This is an optimization exercise on Yosys and OpenROAD, whose aim is small area, not a production implementation. The RTL was checked by simulation tests, not by an equivalence proof against the original design. No activity file was given, so power comes from the tool's default toggle rates.

==> flow/config.mk <==
export PLATFORM = sky130hd
export DESIGN_NAME = orionkeyboard
export DESIGN_NICKNAME = orionkeyboard
export VERILOG_FILES = /design/flow/design.v
export SDC_FILE = /design/flow/constraint.sdc
export NUM_CORES = 4
export LEC_CHECK = 0
export CAP_MARGIN = 20
export CORE_MARGIN = 2
export CORE_UTILIZATION = 40
export SLEW_MARGIN = 20
==> flow/constraint.sdc <==
create_clock -name core_clock -period 10.0 [get_ports {clk}]
set_input_delay 2.0000 -clock core_clock [delete_from_list [all_inputs] [get_ports {clk}]]
set_output_delay 2.0000 -clock core_clock [all_outputs]
set_load 0.01 [all_outputs]
==> flow/design.v <==
module ps2_keyboard (
input clk,
input reset,
output ps2_clk_en_o_,
output ps2_data_en_o_,
input  ps2_clk_i,
input  ps2_data_i,
output reg rx_extended,
output reg rx_released,
output rx_shift_key_on,
output reg [7:0] rx_scan_code,
output reg [7:0] rx_ascii,
output reg rx_data_ready,
input rx_read,
input [7:0] tx_data,
input tx_write,
output tx_write_ack_o,
output reg tx_error_no_keyboard_ack,
input  translate
  );
parameter TIMER_60USEC_VALUE_PP = 2950;   
parameter TIMER_60USEC_BITS_PP  = 12;    
parameter TIMER_5USEC_VALUE_PP = 185;    
parameter TIMER_5USEC_BITS_PP  = 8;      
parameter TRAP_SHIFT_KEYS_PP = 0;        
parameter m1_rx_clk_h = 1;
parameter m1_rx_clk_l = 0;
parameter m1_rx_falling_edge_marker = 13;
parameter m1_rx_rising_edge_marker = 14;
parameter m1_tx_force_clk_l = 3;
parameter m1_tx_first_wait_clk_h = 10;
parameter m1_tx_first_wait_clk_l = 11;
parameter m1_tx_reset_timer = 12;
parameter m1_tx_wait_clk_h = 2;
parameter m1_tx_clk_h = 4;
parameter m1_tx_clk_l = 5;
parameter m1_tx_wait_keyboard_ack = 6;
parameter m1_tx_done_recovery = 7;
parameter m1_tx_error_no_keyboard_ack = 8;
parameter m1_tx_rising_edge_marker = 9;
parameter m2_rx_data_ready = 1;
parameter m2_rx_data_ready_ack = 0;
wire timer_60usec_done;
wire timer_5usec_done;
wire extended;
wire released;
wire shift_key_on;
wire rx_output_event;     
wire rx_output_strobe;    
wire tx_parity_bit;
wire rx_shifting_done;
wire tx_shifting_done;
wire [11:0] shift_key_plus_code;
reg [11-1:0] q;
reg [3:0] m1_state;
reg [3:0] m1_next_state;
reg m2_state;
reg m2_next_state;
reg [3:0] bit_count;
reg enable_timer_60usec;
reg enable_timer_5usec;
reg [TIMER_60USEC_BITS_PP-1:0] timer_60usec_count;
reg [TIMER_5USEC_BITS_PP-1:0] timer_5usec_count;
reg [7:0] ascii;       
reg left_shift_key;
reg right_shift_key;
reg hold_extended;     
reg hold_released;     
reg ps2_clk_s;         
reg ps2_data_s;        
reg ps2_clk_hi_z;      
reg ps2_data_hi_z;     
assign ps2_clk_en_o_  = ps2_clk_hi_z  ;
assign ps2_data_en_o_ = ps2_data_hi_z ;
always @(posedge clk)
begin
  if (reset)
  begin
    ps2_clk_s <= 0;
    ps2_data_s <= 0;
  end
  else
  begin
    ps2_clk_s <= ps2_clk_i;
    ps2_data_s <= ps2_data_i;
  end
end
always @(posedge clk)
begin : m1_state_register
  if (reset) m1_state <= m1_rx_clk_h;
  else m1_state <= m1_next_state;
end
always @(m1_state
         or q
         or tx_shifting_done
         or tx_write
         or ps2_clk_s
         or ps2_data_s
         or timer_60usec_done
         or timer_5usec_done
         )
begin : m1_state_logic
  ps2_clk_hi_z <= 1;
  ps2_data_hi_z <= 1;
  tx_error_no_keyboard_ack <= 0;
  enable_timer_60usec <= 0;
  enable_timer_5usec <= 0;
  case (m1_state)
    m1_rx_clk_h :
      begin
        enable_timer_60usec <= 1;
        if (tx_write) m1_next_state <= m1_tx_reset_timer;
        else if (~ps2_clk_s) m1_next_state <= m1_rx_falling_edge_marker;
        else m1_next_state <= m1_rx_clk_h;
      end
    m1_rx_falling_edge_marker :
      begin
        enable_timer_60usec <= 0;
        m1_next_state <= m1_rx_clk_l;
      end
    m1_rx_rising_edge_marker :
      begin
        enable_timer_60usec <= 0;
        m1_next_state <= m1_rx_clk_h;
      end
    m1_rx_clk_l :
      begin
        enable_timer_60usec <= 1;
        if (tx_write) m1_next_state <= m1_tx_reset_timer;
        else if (ps2_clk_s) m1_next_state <= m1_rx_rising_edge_marker;
        else m1_next_state <= m1_rx_clk_l;
      end
    m1_tx_reset_timer:
      begin
        enable_timer_60usec <= 0;
        m1_next_state <= m1_tx_force_clk_l;
      end
    m1_tx_force_clk_l :
      begin
        enable_timer_60usec <= 1;
        ps2_clk_hi_z <= 0;   
        if (timer_60usec_done) m1_next_state <= m1_tx_first_wait_clk_h;
        else m1_next_state <= m1_tx_force_clk_l;
      end
    m1_tx_first_wait_clk_h :
      begin
        enable_timer_5usec <= 1;
        ps2_data_hi_z <= 0;         
        if (~ps2_clk_s && timer_5usec_done)
          m1_next_state <= m1_tx_clk_l;
        else
          m1_next_state <= m1_tx_first_wait_clk_h;
      end
    m1_tx_first_wait_clk_l :
      begin
        ps2_data_hi_z <= 0;
        if (~ps2_clk_s) m1_next_state <= m1_tx_clk_l;
        else m1_next_state <= m1_tx_first_wait_clk_l;
      end
    m1_tx_wait_clk_h :
      begin
        enable_timer_5usec <= 1;
        ps2_data_hi_z <= q[0];
        if (ps2_clk_s && timer_5usec_done)
          m1_next_state <= m1_tx_rising_edge_marker;
        else
          m1_next_state <= m1_tx_wait_clk_h;
      end
    m1_tx_rising_edge_marker :
      begin
        ps2_data_hi_z <= q[0];
        m1_next_state <= m1_tx_clk_h;
      end
    m1_tx_clk_h :
      begin
        ps2_data_hi_z <= q[0];
        if (tx_shifting_done) m1_next_state <= m1_tx_wait_keyboard_ack;
        else if (~ps2_clk_s) m1_next_state <= m1_tx_clk_l;
        else m1_next_state <= m1_tx_clk_h;
      end
    m1_tx_clk_l :
      begin
        ps2_data_hi_z <= q[0];
        if (ps2_clk_s) m1_next_state <= m1_tx_wait_clk_h;
        else m1_next_state <= m1_tx_clk_l;
      end
    m1_tx_wait_keyboard_ack :
      begin
        if (~ps2_clk_s && ps2_data_s)
          m1_next_state <= m1_tx_error_no_keyboard_ack;
        else if (~ps2_clk_s && ~ps2_data_s)
          m1_next_state <= m1_tx_done_recovery;
        else m1_next_state <= m1_tx_wait_keyboard_ack;
      end
    m1_tx_done_recovery :
      begin
        if (ps2_clk_s && ps2_data_s) m1_next_state <= m1_rx_clk_h;
        else m1_next_state <= m1_tx_done_recovery;
      end
    m1_tx_error_no_keyboard_ack :
      begin
        tx_error_no_keyboard_ack <= 1;
        if (ps2_clk_s && ps2_data_s) m1_next_state <= m1_rx_clk_h;
        else m1_next_state <= m1_tx_error_no_keyboard_ack;
      end
    default : m1_next_state <= m1_rx_clk_h;
  endcase
end
always @(posedge clk)
begin : m2_state_register
  if (reset) m2_state <= m2_rx_data_ready_ack;
  else m2_state <= m2_next_state;
end
always @(m2_state or rx_output_strobe or rx_read)
begin : m2_state_logic
  rx_data_ready <= 1'b0;
  case (m2_state)
    m2_rx_data_ready_ack:
          begin
            rx_data_ready <= 1'b0;
            if (rx_output_strobe) m2_next_state <= m2_rx_data_ready;
            else m2_next_state <= m2_rx_data_ready_ack;
          end
    m2_rx_data_ready:
          begin
            rx_data_ready <= 1'b1;
            if (rx_read) m2_next_state <= m2_rx_data_ready_ack;
            else m2_next_state <= m2_rx_data_ready;
          end
    default : m2_next_state <= m2_rx_data_ready_ack;
  endcase
end
always @(posedge clk)
begin
  if (   reset
      || rx_shifting_done
      || (m1_state == m1_tx_wait_keyboard_ack)         
      ) bit_count <= 0;   
  else if (timer_60usec_done
           && (m1_state == m1_rx_clk_h)
           && (ps2_clk_s)
      ) bit_count <= 0;   
  else if ( (m1_state == m1_rx_falling_edge_marker)    
           ||(m1_state == m1_tx_rising_edge_marker)    
           )
    bit_count <= bit_count + 1;
end
assign rx_shifting_done = (bit_count == 11);
assign tx_shifting_done = (bit_count == 11-1);
assign tx_write_ack_o = (  (tx_write && (m1_state == m1_rx_clk_h))
                         ||(tx_write && (m1_state == m1_rx_clk_l))
                         );
assign tx_parity_bit = ~^tx_data;
always @(posedge clk)
begin
  if (reset) q <= 0;
  else if (tx_write_ack_o) q <= {1'b1,tx_parity_bit,tx_data,1'b0};
  else if ( (m1_state == m1_rx_falling_edge_marker)
           ||(m1_state == m1_tx_rising_edge_marker) )
    q <= {ps2_data_s,q[11-1:1]};
end
always @(posedge clk)
begin
  if (reset || ~enable_timer_60usec) timer_60usec_count <= 0;
  else if (~timer_60usec_done) timer_60usec_count <= timer_60usec_count + 1;
end
assign timer_60usec_done = (timer_60usec_count == (TIMER_60USEC_VALUE_PP - 1));
always @(posedge clk)
begin
  if (reset || ~enable_timer_5usec) timer_5usec_count <= 0;
  else if (~timer_5usec_done) timer_5usec_count <= timer_5usec_count + 1;
end
assign timer_5usec_done = (timer_5usec_count == TIMER_5USEC_VALUE_PP - 1);
assign extended = 1'b0 ;
assign released = (q[8:1] == 16'hF0) && rx_shifting_done && translate ;
always @(posedge clk)
begin
  if (reset || rx_output_event)
  begin
    hold_extended <= 0;
    hold_released <= 0;
  end
  else
  begin
    if (rx_shifting_done && extended) hold_extended <= 1;
    if (rx_shifting_done && released) hold_released <= 1;
  end
end
always @(posedge clk)
begin
  if (reset) left_shift_key <= 0;
  else if ((q[8:1] == 16'h12) && rx_shifting_done && ~hold_released)
    left_shift_key <= 1;
  else if ((q[8:1] == 16'h12) && rx_shifting_done && hold_released)
    left_shift_key <= 0;
end
always @(posedge clk)
begin
  if (reset) right_shift_key <= 0;
  else if ((q[8:1] == 16'h59) && rx_shifting_done && ~hold_released)
    right_shift_key <= 1;
  else if ((q[8:1] == 16'h59) && rx_shifting_done && hold_released)
    right_shift_key <= 0;
end
assign rx_shift_key_on = left_shift_key || right_shift_key;
always @(posedge clk)
begin
  if (reset)
  begin
    rx_extended <= 0;
    rx_released <= 0;
    rx_scan_code <= 0;
    rx_ascii <= 0;
  end
  else if (rx_output_strobe)
  begin
    rx_extended <= hold_extended;
    rx_released <= hold_released;
    rx_scan_code <= q[8:1];
    rx_ascii <= ascii;
  end
end
assign rx_output_event  = (rx_shifting_done
                          && ~extended 
                          && ~released
                          );
assign rx_output_strobe = (rx_shifting_done
                          && ~extended 
                          && ~released
                          && ( (TRAP_SHIFT_KEYS_PP == 0) 
                               || ( (q[8:1] != 16'h59)
                                    &&(q[8:1] != 16'h12)
                                  )
                             )
                          );
assign shift_key_plus_code = {3'b0,rx_shift_key_on,q[8:1]};
always @(shift_key_plus_code)
begin
  casez (shift_key_plus_code)
    12'h?66 : ascii <= 8'h08;   
    12'h?0d : ascii <= 8'h09;   
    12'h?5a : ascii <= 8'h0d;   
    12'h?76 : ascii <= 8'h1b;   
    12'h?29 : ascii <= 8'h20;   
    12'h116 : ascii <= 8'h21;   
    12'h152 : ascii <= 8'h22;   
    12'h126 : ascii <= 8'h23;   
    12'h125 : ascii <= 8'h24;   
    12'h12e : ascii <= 8'h25;   
    12'h13d : ascii <= 8'h26;   
    12'h052 : ascii <= 8'h27;   
    12'h146 : ascii <= 8'h28;   
    12'h145 : ascii <= 8'h29;   
    12'h13e : ascii <= 8'h2a;   
    12'h155 : ascii <= 8'h2b;   
    12'h041 : ascii <= 8'h2c;   
    12'h04e : ascii <= 8'h2d;   
    12'h049 : ascii <= 8'h2e;   
    12'h04a : ascii <= 8'h2f;   
    12'h045 : ascii <= 8'h30;   
    12'h016 : ascii <= 8'h31;   
    12'h01e : ascii <= 8'h32;   
    12'h026 : ascii <= 8'h33;   
    12'h025 : ascii <= 8'h34;   
    12'h02e : ascii <= 8'h35;   
    12'h036 : ascii <= 8'h36;   
    12'h03d : ascii <= 8'h37;   
    12'h03e : ascii <= 8'h38;   
    12'h046 : ascii <= 8'h39;   
    12'h14c : ascii <= 8'h3a;   
    12'h04c : ascii <= 8'h3b;   
    12'h141 : ascii <= 8'h3c;   
    12'h055 : ascii <= 8'h3d;   
    12'h149 : ascii <= 8'h3e;   
    12'h14a : ascii <= 8'h3f;   
    12'h11e : ascii <= 8'h40;   
    12'h11c : ascii <= 8'h41;   
    12'h132 : ascii <= 8'h42;   
    12'h121 : ascii <= 8'h43;   
    12'h123 : ascii <= 8'h44;   
    12'h124 : ascii <= 8'h45;   
    12'h12b : ascii <= 8'h46;   
    12'h134 : ascii <= 8'h47;   
    12'h133 : ascii <= 8'h48;   
    12'h143 : ascii <= 8'h49;   
    12'h13b : ascii <= 8'h4a;   
    12'h142 : ascii <= 8'h4b;   
    12'h14b : ascii <= 8'h4c;   
    12'h13a : ascii <= 8'h4d;   
    12'h131 : ascii <= 8'h4e;   
    12'h144 : ascii <= 8'h4f;   
    12'h14d : ascii <= 8'h50;   
    12'h115 : ascii <= 8'h51;   
    12'h12d : ascii <= 8'h52;   
    12'h11b : ascii <= 8'h53;   
    12'h12c : ascii <= 8'h54;   
    12'h13c : ascii <= 8'h55;   
    12'h12a : ascii <= 8'h56;   
    12'h11d : ascii <= 8'h57;   
    12'h122 : ascii <= 8'h58;   
    12'h135 : ascii <= 8'h59;   
    12'h11a : ascii <= 8'h5a;   
    12'h054 : ascii <= 8'h5b;   
    12'h05d : ascii <= 8'h5c;   
    12'h05b : ascii <= 8'h5d;   
    12'h136 : ascii <= 8'h5e;   
    12'h14e : ascii <= 8'h5f;   
    12'h00e : ascii <= 8'h60;   
    12'h01c : ascii <= 8'h61;   
    12'h032 : ascii <= 8'h62;   
    12'h021 : ascii <= 8'h63;   
    12'h023 : ascii <= 8'h64;   
    12'h024 : ascii <= 8'h65;   
    12'h02b : ascii <= 8'h66;   
    12'h034 : ascii <= 8'h67;   
    12'h033 : ascii <= 8'h68;   
    12'h043 : ascii <= 8'h69;   
    12'h03b : ascii <= 8'h6a;   
    12'h042 : ascii <= 8'h6b;   
    12'h04b : ascii <= 8'h6c;   
    12'h03a : ascii <= 8'h6d;   
    12'h031 : ascii <= 8'h6e;   
    12'h044 : ascii <= 8'h6f;   
    12'h04d : ascii <= 8'h70;   
    12'h015 : ascii <= 8'h71;   
    12'h02d : ascii <= 8'h72;   
    12'h01b : ascii <= 8'h73;   
    12'h02c : ascii <= 8'h74;   
    12'h03c : ascii <= 8'h75;   
    12'h02a : ascii <= 8'h76;   
    12'h01d : ascii <= 8'h77;   
    12'h022 : ascii <= 8'h78;   
    12'h035 : ascii <= 8'h79;   
    12'h01a : ascii <= 8'h7a;   
    12'h154 : ascii <= 8'h7b;   
    12'h15d : ascii <= 8'h7c;   
    12'h15b : ascii <= 8'h7d;   
    12'h10e : ascii <= 8'h7e;   
    12'h?71 : ascii <= 8'h7f;   
    default : ascii <= 8'h2e;   
  endcase
end
endmodule
`default_nettype none
module orionkeyboard
(
input				clk,
input				reset,
output              res_k,
output              turb_10,
output              turb_5,
output              turb_2,
output              rom_s,
output              cpm_s,
input				ps2_clk,
input				ps2_data,
input		[7:0]	rk_kb_scan,
output		[7:0]	rk_kb_out,
output      [1:0]   pref,
output				key_rus_lat,
output				key_us,
output				key_ss,
input				ind_rus_lat,
output		[7:0]	rk_kbo,
output              key_int
);
assign			key_rus_lat	=	caps;
assign			key_us		=	ctrl;
assign			key_ss		=	shift;
assign          res_k       =   res_key;
assign          turb_10     =   turbo10;
assign          turb_5      =   turbo5;
assign          turb_2      =   turbo2;
assign          rom_s       =   rom;
assign          cpm_s       =   cpm;
assign	rk_kbo	=	rk_kb;
assign  key_int =   keyb_int;
assign  pref    =   prefix;
reg		[7:0]	rk_kb;
reg				shift;
reg				ctrl;
reg				caps;
reg             res_key;
reg             turbo10;
reg             turbo5;
reg             turbo2;
reg             rom;
reg             cpm;
reg				ex_code;
reg		[3:0]	state;
reg				press_release;
reg				strobe;
reg             keyb_int;
reg     [1:0]   prefix;
reg				ps2rden;
wire	[7:0]	ps2q;
wire			ps2dsr;
reg		[7:0]	keymatrix[0:7];
always @(posedge clk) begin
	if (reset) begin
		shift			<= 1;
		ctrl			<= 1;
		caps			<= 1;
		state			<= 0;
		res_key         <= 0;
		cpm             <= 0;
		turbo10         <= 0;
		turbo5          <= 0;
		turbo2          <= 0;
		rom             <= 0;
		ex_code         <= 0;
		keyb_int        <= 0;
		prefix          <= 2'b00;
		rk_kb           <= 8'h00;
		press_release   <= 0;
		strobe          <= 0;
		ps2rden         <= 0;
	end 
	else begin
		case (state)
		0: begin
			if (ps2dsr) begin
					ps2rden <= 1;
					state <= 1;
					end
			end
		1:	begin
				state <= 2;
				ps2rden <= 0;
			end
		2:	begin
				ps2rden <= 0;
				if (ps2q == 8'hF0) begin
					state <= 6;
				end
				else if (ps2q == 8'hE0) begin
						ex_code	<= 1;
						state <= 0;
					end
							else	begin
									state <= 4;
									end
			end		
		4:	begin
			if ((ps2q == 8'h12) && ex_code) begin
				ex_code <= 0;
				state <= 0;
			end
				else
					rk_kb <= ps2q;
					prefix<=ex_code? 1 : 0;
					keyb_int<=1'b1;					
					case(ps2q)
						8'h12, 8'h59:	shift		<= 1'b0;		
						8'h14:			ctrl		<= 1'b0;		
						8'h58:			caps		<= 1'b0;		 
						8'h7e:          res_key     <= 1'b1;         
						8'h07:          turbo10     <= 1'b1;         
						8'h78:          turbo5      <= 1'b1;         
						8'h09:          turbo2      <= 1'b1;         
						8'h01:          rom         <= 1'b1;         
						8'h0a:          cpm         <= 1'b1;         
						default: begin
									press_release	<= 1'b1; 
									strobe	<=	1'b1;
						end
					endcase
			state <= 5;
			end
		5:	begin
			strobe	<=	1'b0;
			keyb_int<=  0;
			state	<=	0;
			ex_code <=  0;
			end
		6:	begin
				if (ps2dsr) begin
					ps2rden <= 1;
					state <= 7;
				end
			end
		7:	begin
				ps2rden <= 0;
				state <= 8;
			end
		8:	begin
			if (ps2q == 8'hE0) begin
				ex_code <= 1'b1;
				state <=  6;
				end
			else	begin	
					state <= 9;
					end
			end
		9:	begin
				if ((ps2q == 8'h12) && ex_code) begin
					ex_code <= 0;
					state <= 6;
				end
			else
			    rk_kb <= ps2q;
			    prefix<=2;
				case(ps2q)
					8'h12, 8'h59:	shift			<= 1'b1;  
					8'h14:			ctrl			<= 1'b1;
					8'h58:			caps		 	<= 1'b1;
					8'h7e:          res_key         <= 1'b0;         
					8'h07:          turbo10         <= 1'b0;         
					8'h78:          turbo5          <= 1'b0;         
					8'h09:          turbo2          <= 1'b0;         
					8'h01:          rom             <= 1'b0;         
					8'h0a:          cpm             <= 1'b0;         
					default: 
						begin
						press_release	<= 1'b0;
						strobe	<=	1'b1;
						keyb_int<=  1'b1;
						end
				endcase
				state <= 10;
			end
		10:	begin
			ex_code <=  0;
			strobe	<=	1'b0;
			keyb_int<=  0;
			state	<=	0;
			end
		endcase
	end
end
assign	rk_kb_out = ~(8'h00 |   ((rk_kb_scan[0]==1'b0)? keymatrix[0]: 8'h0) |
								((rk_kb_scan[1]==1'b0)? keymatrix[7]: 8'h0) |
								((rk_kb_scan[2]==1'b0)? keymatrix[6]: 8'h0) |
								((rk_kb_scan[3]==1'b0)? keymatrix[5]: 8'h0) |
								((rk_kb_scan[4]==1'b0)? keymatrix[4]: 8'h0) |
								((rk_kb_scan[5]==1'b0)? keymatrix[3]: 8'h0) |
								((rk_kb_scan[6]==1'b0)? keymatrix[2]: 8'h0) |
								((rk_kb_scan[7]==1'b0)? keymatrix[1]: 8'h0) );
always	@(posedge	clk)
begin
	if (reset) begin
		keymatrix[0]	<= 8'h0;
		keymatrix[1]	<= 8'h0;
		keymatrix[2]	<= 8'h0;
		keymatrix[3]	<= 8'h0;
		keymatrix[4]	<= 8'h0;
		keymatrix[5]	<= 8'h0;
		keymatrix[6]	<= 8'h0;
		keymatrix[7]	<= 8'h0;
	end
	else	begin
				if (strobe) begin
					case ({ex_code, rk_kb[7:0]})
					9'h16c:	keymatrix[0][0]	<= press_release;  
					9'h171:	keymatrix[0][1]	<= press_release;  
					9'h076:	keymatrix[0][2]	<= press_release;  
					9'h005:	keymatrix[0][3]	<= press_release;  
					9'h006:	keymatrix[0][4]	<= press_release;  
					9'h004:	keymatrix[0][5]	<= press_release;  
					9'h00c:	keymatrix[0][6]	<= press_release;  
					9'h003:	keymatrix[0][7]	<= press_release;  
					9'h022:	keymatrix[1][0]	<= press_release;  
					9'h035:	keymatrix[1][1]	<= press_release;  
					9'h01a:	keymatrix[1][2]	<= press_release;  
					9'h054:	keymatrix[1][3]	<= press_release;  
					9'h05d:	keymatrix[1][4]	<= press_release;  
					9'h05b:	keymatrix[1][5]	<= press_release;  
					9'h00e:	keymatrix[1][6]	<= press_release;  
					9'h029:	keymatrix[1][7]	<= press_release;  
					9'h04d:	keymatrix[2][0]	<= press_release;  
					9'h015:	keymatrix[2][1]	<= press_release;  
					9'h02d:	keymatrix[2][2]	<= press_release;  
					9'h01b:	keymatrix[2][3]	<= press_release;  
					9'h02c:	keymatrix[2][4]	<= press_release;  
					9'h03c:	keymatrix[2][5]	<= press_release;  
					9'h02a:	keymatrix[2][6]	<= press_release;  
					9'h01d:	keymatrix[2][7]	<= press_release;  
					9'h033:	keymatrix[3][0]	<= press_release;  
					9'h043:	keymatrix[3][1]	<= press_release;  
					9'h03b:	keymatrix[3][2]	<= press_release;  
					9'h042:	keymatrix[3][3]	<= press_release;  
					9'h04b:	keymatrix[3][4]	<= press_release;  
					9'h03a:	keymatrix[3][5]	<= press_release;  
					9'h031:	keymatrix[3][6]	<= press_release;  
					9'h044:	keymatrix[3][7]	<= press_release;  
					9'h052:	keymatrix[4][0]	<= press_release;  
					9'h01c:	keymatrix[4][1]	<= press_release;  
					9'h032:	keymatrix[4][2]	<= press_release;  
					9'h021:	keymatrix[4][3]	<= press_release;  
					9'h023:	keymatrix[4][4]	<= press_release;  
					9'h024:	keymatrix[4][5]	<= press_release;  
					9'h02b:	keymatrix[4][6]	<= press_release;  
					9'h034:	keymatrix[4][7]	<= press_release;  
					9'h04c:	keymatrix[5][2]	<= press_release;  
					9'h07c:	keymatrix[5][2]	<= press_release;  
					9'h04e:	keymatrix[5][3]	<= press_release;  
					9'h079:	keymatrix[5][3]	<= press_release;  
					9'h041:	keymatrix[5][4]	<= press_release;  
					9'h055:	keymatrix[5][5]	<= press_release;  
					9'h07b:	keymatrix[5][5]	<= press_release;  
					9'h049:	keymatrix[5][6]	<= press_release;  
					9'h071:	keymatrix[5][6]	<= press_release;  
					9'h04a:	keymatrix[5][7]	<= press_release;  
					9'h14a:	keymatrix[5][7]	<= press_release;  
					9'h045:	keymatrix[6][0]	<= press_release;  
		            9'h070:	keymatrix[6][0]	<= press_release;  
			        9'h016:	keymatrix[6][1]	<= press_release;  
			        9'h069:	keymatrix[6][1]	<= press_release;  
			        9'h01e:	keymatrix[6][2]	<= press_release;  
			        9'h072:	keymatrix[6][2]	<= press_release;  
			        9'h026:	keymatrix[6][3]	<= press_release;  
			        9'h07a:	keymatrix[6][3]	<= press_release;  
			        9'h025:	keymatrix[6][4]	<= press_release;  
			        9'h06b:	keymatrix[6][4]	<= press_release;  
			        9'h02e:	keymatrix[6][5]	<= press_release;  
			        9'h073:	keymatrix[6][5]	<= press_release;  
			        9'h036:	keymatrix[6][6]	<= press_release;  
			        9'h074:	keymatrix[6][6]	<= press_release;  
			        9'h03d:	keymatrix[6][7]	<= press_release;  
			        9'h06c:	keymatrix[6][7]	<= press_release;  
			        9'h03e:	keymatrix[5][0]	<= press_release;  
			        9'h075:	keymatrix[5][0]	<= press_release;  
			        9'h046:	keymatrix[5][1]	<= press_release;  
			        9'h07d:	keymatrix[5][1]	<= press_release;  
					9'h00d:	keymatrix[7][0]	<= press_release;  
					9'h170:	keymatrix[7][1]	<= press_release;  
		            9'h05a:	keymatrix[7][2]	<= press_release;  
		            9'h15a:	keymatrix[7][2]	<= press_release;  
					9'h066:	keymatrix[7][3]	<= press_release;  
					9'h16b:	keymatrix[7][4]	<= press_release;  
					9'h175:	keymatrix[7][5]	<= press_release;  
					9'h174:	keymatrix[7][6]	<= press_release;  
					9'h172:	keymatrix[7][7]	<= press_release;  
					endcase
				end
		end
end
ps2_keyboard ps2_keyboard_ins(
	.clk(clk),
	.reset(reset),
	.ps2_clk_en_o_(),
	.ps2_data_en_o_(),
	.ps2_clk_i(ps2_clk),
	.ps2_data_i(ps2_data),
	.rx_extended(),
	.rx_released(),
	.rx_shift_key_on(),
	.rx_scan_code(ps2q),
	.rx_ascii(),
	.rx_data_ready(ps2dsr),
	.rx_read(ps2rden),
	.tx_data(8'h00),
	.tx_write(1'b0),
	.tx_write_ack_o(),
	.tx_error_no_keyboard_ack(),
	.translate(1'b0)
  );
endmodule
==> flow/run.sh <==
#!/bin/bash
# synth_recipe.tcl (not shown) runs the flow's synth.tcl, then flattens the netlist and writes it again
# the make line also repeats each setting of config.mk as NAME=value (left out here)
make -C /OpenROAD-flow-scripts/flow DESIGN_CONFIG=/design/flow/config.mk WORK_HOME=/design/flow/orfs CLKGATE_MAP_FILE= SYNTH_SCRIPT=/design/flow/synth_recipe.tcl finish
==> notes.md <==
main combinational cell family by area after synthesis simple AND/OR/NAND/NOR gates; # resized after CTS 0; CTS tree built; EDFF count, synth 0; R2R Path Start strobe; Inserted Clock Buffers 17; Worst-Skew Late Latency 0.42 ns; Starting Density 40.6%; Vias 6,494; XOR/XNOR Fraction of Synth Area 2.54%; RR Endpoint keymatrix[6][7]; # Max-Cap Violations 0; Leakage Power around 2.7 nW; Rows 49; Synth Instances 933; die height 139 microns; drt wl/cell 16.2 microns; vias in the first global route 5,715; Yosys warnings 3; H-tree lvl count 4; layout cells sized above 1 6.06%; Worst path slowest cell clkdlybuf4s50_1; Yosys cell types 65; clk root buf clkbuf_16; 1st-iter DRT viols 639; Comb pwr share 16.5%; clock share of power 41.8%; slowest stage delay, CP just over 0.7 ns; max frequency 161 MHz; most frequent CP cell clkdlybuf4s50_1; DR pass1 iterations 5; core area 0.0178 sq mm; Final setup viols 0; VDD IR-drop max about 0.12 mV; status timing/DRC/antenna clean; Area Overhead vs Synth 15.0%; Worst Tran Pin Value 1.01 ns; DRC viols 0; utilization after layout 46.7%; simple logic cell fraction of the synthesized area 27.9%; Total GRT Usage between 10% and 20%; Cell Chain, Critical Path clkdlybuf4s50_1 -> o22ai_1 -> nor4_1 -> clkdlybuf4s50_1; pin count of the biggest net entering global routing 82; setup slack after layout 3.79 ns; Final Max Slew Viols 0; met3 Usage GRT 5.11%; Reg2Reg Depth 5; full die area 0.0192 sq mm; setup tns final 0 ns; fin nets 946; WP data arrival 4.21 ns; Synth Register Bits approximately 140; DP Worst Slack approximately 3.9 ns; Reg2Reg Setup Slack 7.42 ns; Pint about 0.0011 W; hold path depth 2; Mapped Area slightly above 0.007 sq mm; CP required approximately 8.0 ns; crit end category primary output; Final Cell Area 0.00833 sq mm; CTS Buffer Depth 2; die width 139 microns; Sink Count between 100 and 150; fin crit share between 60% and 70%; min-delay worst type reg -> reg; RSZ-0062 raised after global routing false; met1 GRT Util 28.0%; crit path max fanout 8; Antenna diodes 0; net switching power 0.000477 W; Hold Path Sink keyb_int; first-pass GRT wire length between 30,000 and 40,000 microns; dominant synthesized flop cell dfxtp_1; CTS Hold Bufs 0; shortest period the worst path allows 6.21 ns; Seq/Total Area, Yosys between 30% and 40%; Adder-Cell Fraction of Synth Area 1.04%; skew final 0.00715 ns; GRT Max-Usage Layer met2; PwrDens 191 mW/mm^2; Placer Congestion 0.911; Rel. slew slack 31.7%; clock transition at the registers of the reported paths 0.06 ns; hold wc startpoint keyb_int; vias per cell ~5.6; routed wire length 18,900 microns; critical path class in -> out; Synth Area in Compound Gates 14.7%; IO buf count 39; initial antenna violation count 0; final hold viol count 0; met2 GRT Util 28.6%; Async SR Flop Fraction 0%; syn nets 952; post-route ant nets 0; syn avg cell area 7.76 sq um; sequential power share a little over two fifths; I/O pin count 41; post-CTS setup buffers 0; CP startpoint kind input pin; sw frac between 30% and 40%; multiplexer share of the synthesized area under 10%; Final HPWL DP 12,700 microns; placed cell area 0.00770 sq mm; Tot Pwr 0.00159 W; total grt overflow 0
cell type report:
cell class | count | area, sq um
Multi-Input combinational cell | 643 | 3870
Timing Repair Buffer | 44 | 425
Clock inverter | 11 | 166
Inverter | 80 | 300
Tap cell | 229 | 287
Clock buffer | 21 | 450
Fill cell | 1727 | 9510
Sequential cell | 141 | 2820
state kept, by name, indices dropped and copies added, names as in the netlist, 2 cells and up:
register / count
ps2_keyboard_ins.rx_scan_code: 8
state: 4
ps2_keyboard_ins.timer_5usec_count: 8
rk_kb: 8
ps2_keyboard_ins.timer_60usec_count: 12
ps2_keyboard_ins.m1_state: 4
prefix: 2
keymatrix: 64
ps2_keyboard_ins.bit_count: 4
ps2_keyboard_ins.q: 10
worst max-delay path by stage:
stage                         endpoint  cells past startpoint     startpoint  slack [ns]
after global routing      rk_kb_out[7]                      4  rk_kb_scan[5]        3.70
final                     rk_kb_out[2]                      4  rk_kb_scan[5]        3.79
after global placement    rk_kb_out[7]                      4  rk_kb_scan[5]        3.88
after detailed placement  rk_kb_out[7]                      4  rk_kb_scan[5]        3.86
after CTS                 rk_kb_out[7]                      4  rk_kb_scan[5]        3.83
after floorplan           rk_kb_out[0]                      3  rk_kb_scan[7]        5.21
kinds of logic (layout without fill, tap and decap cells):
| group | Yosys count | count (layout) |
|---|---|---|
| compound gates | 172 | 172 |
| mux | 50 | 50 |
| simple gates | 394 | 394 |
| flops | 141 | 141 |
| buf+inv | 149 | 156 |
| fa+ha+maj | 6 | 6 |
| xor+xnor | 21 | 21 |
power by group through the flow:
| stage | Combinational (W) | Clock [W] | Sequential, W |
|---|---|---|---|
| global route | 0.000296 | 0.000702 | 0.000669 |
| CTS | 0.000261 | 0.000673 | 0.000661 |
| detailed placement | 0.000260 | 0 | 0.000673 |
| finish | 0.000262 | 0.000663 | 0.000663 |
| global placement | 0.000261 | 0 | 0.000674 |
| floorplan | 0.000251 | 0 | 0.000620 |
layer usage:
metal,up-vias,wire [microns]
li1,3227,-
met1,3053,9100
met2,184,8290
met3,30,1130
met4,0,373
met5,-,0
cell usage after synthesis, drive strengths merged, types with 6 or more instances:
cell	instances	area, sq um
nand4bb	6	67.6
o21ai	14	70.1
inv	80	300
mux2i	48	480
a211oi	12	90.1
ha	6	75.1
nand4	8	50.1
or4b	6	60.1
xnor2	8	70.1
nand2b	11	68.8
nand2	104	390
or3	7	43.8
dfxtp	141	2820
nor4	20	146
buf	6	33.8
clkbuf	63	238
o22ai	39	244
nor2	110	413
a21oi	68	340
nor4b	9	97.6
nor2b	12	75.1
a31oi	8	50.1
xor2	13	114
nor3	27	145
nand3	47	235
through the flow:
stage	hold WS (ns)	std cells
5_1_grt	0.459	1169
3_3_place_gp	0.438	1137
2_1_floorplan	0.432	933
6_report	0.445	1169
4_1_cts	0.450	1169
3_5_place_dp	0.441	1137
worst max-delay path, delay by kind of cell:
| family | cells | cell delay [ns] |
|---|---|---|
| simple gates | 1 | 0.63 |
| compound gates | 1 | 0.18 |
| buf+inv | 2 | 1.39 |
layout by cell type (no fill, tap or decap), types with 4 or more instances in the layout:
master / n
a211oi_1: 12
a21oi_1: 68
a221o_1: 4
a22oi_1: 4
a31oi_1: 8
buf_4: 6
bufinv_16: 4
clkbuf_16: 17
clkdlybuf4s50_1: 38
dfxtp_1: 140
ha_1: 6
inv_1: 80
mux2i_1: 48
nand2_1: 104
nand2b_1: 11
nand3_1: 47
nand3b_1: 5
nand4_1: 8
nand4bb_1: 6
nor2_1: 110
nor2b_1: 12
nor3_1: 24
nor4_1: 17
nor4b_1: 5
nor4b_2: 4
o21ai_0: 14
o22ai_1: 39
or3_1: 7
or4b_1: 4
xnor2_1: 8
xor2_1: 13

[afterwards: timing with drivers on the ports]
Ports are ideal in the flow. The routed layout listed here was re-timed in OpenROAD.
Step 1 assumes that a clkbuf_16 drives the clock port and a buf_2 every other input.
Step 2 also shifts input and output timing later by t, the mid clock arrival at the registers, as if the neighbouring blocks saw the same clock.
a / b / c = ideal ports / drivers / drivers and shift; a / b = the first two.
t (ns): 0.460
setup WS [ns]: 3.788 / 3.764 / 3.764
hold WS [ns]: 0.445 / 0.445 / 0.445
worst slew at a driven data input, ns: 0.05
After both steps setup and hold are still met in this run. For this run, drivers alone change the setup slack by -0.024 ns; drivers and shift together by -0.024 ns.
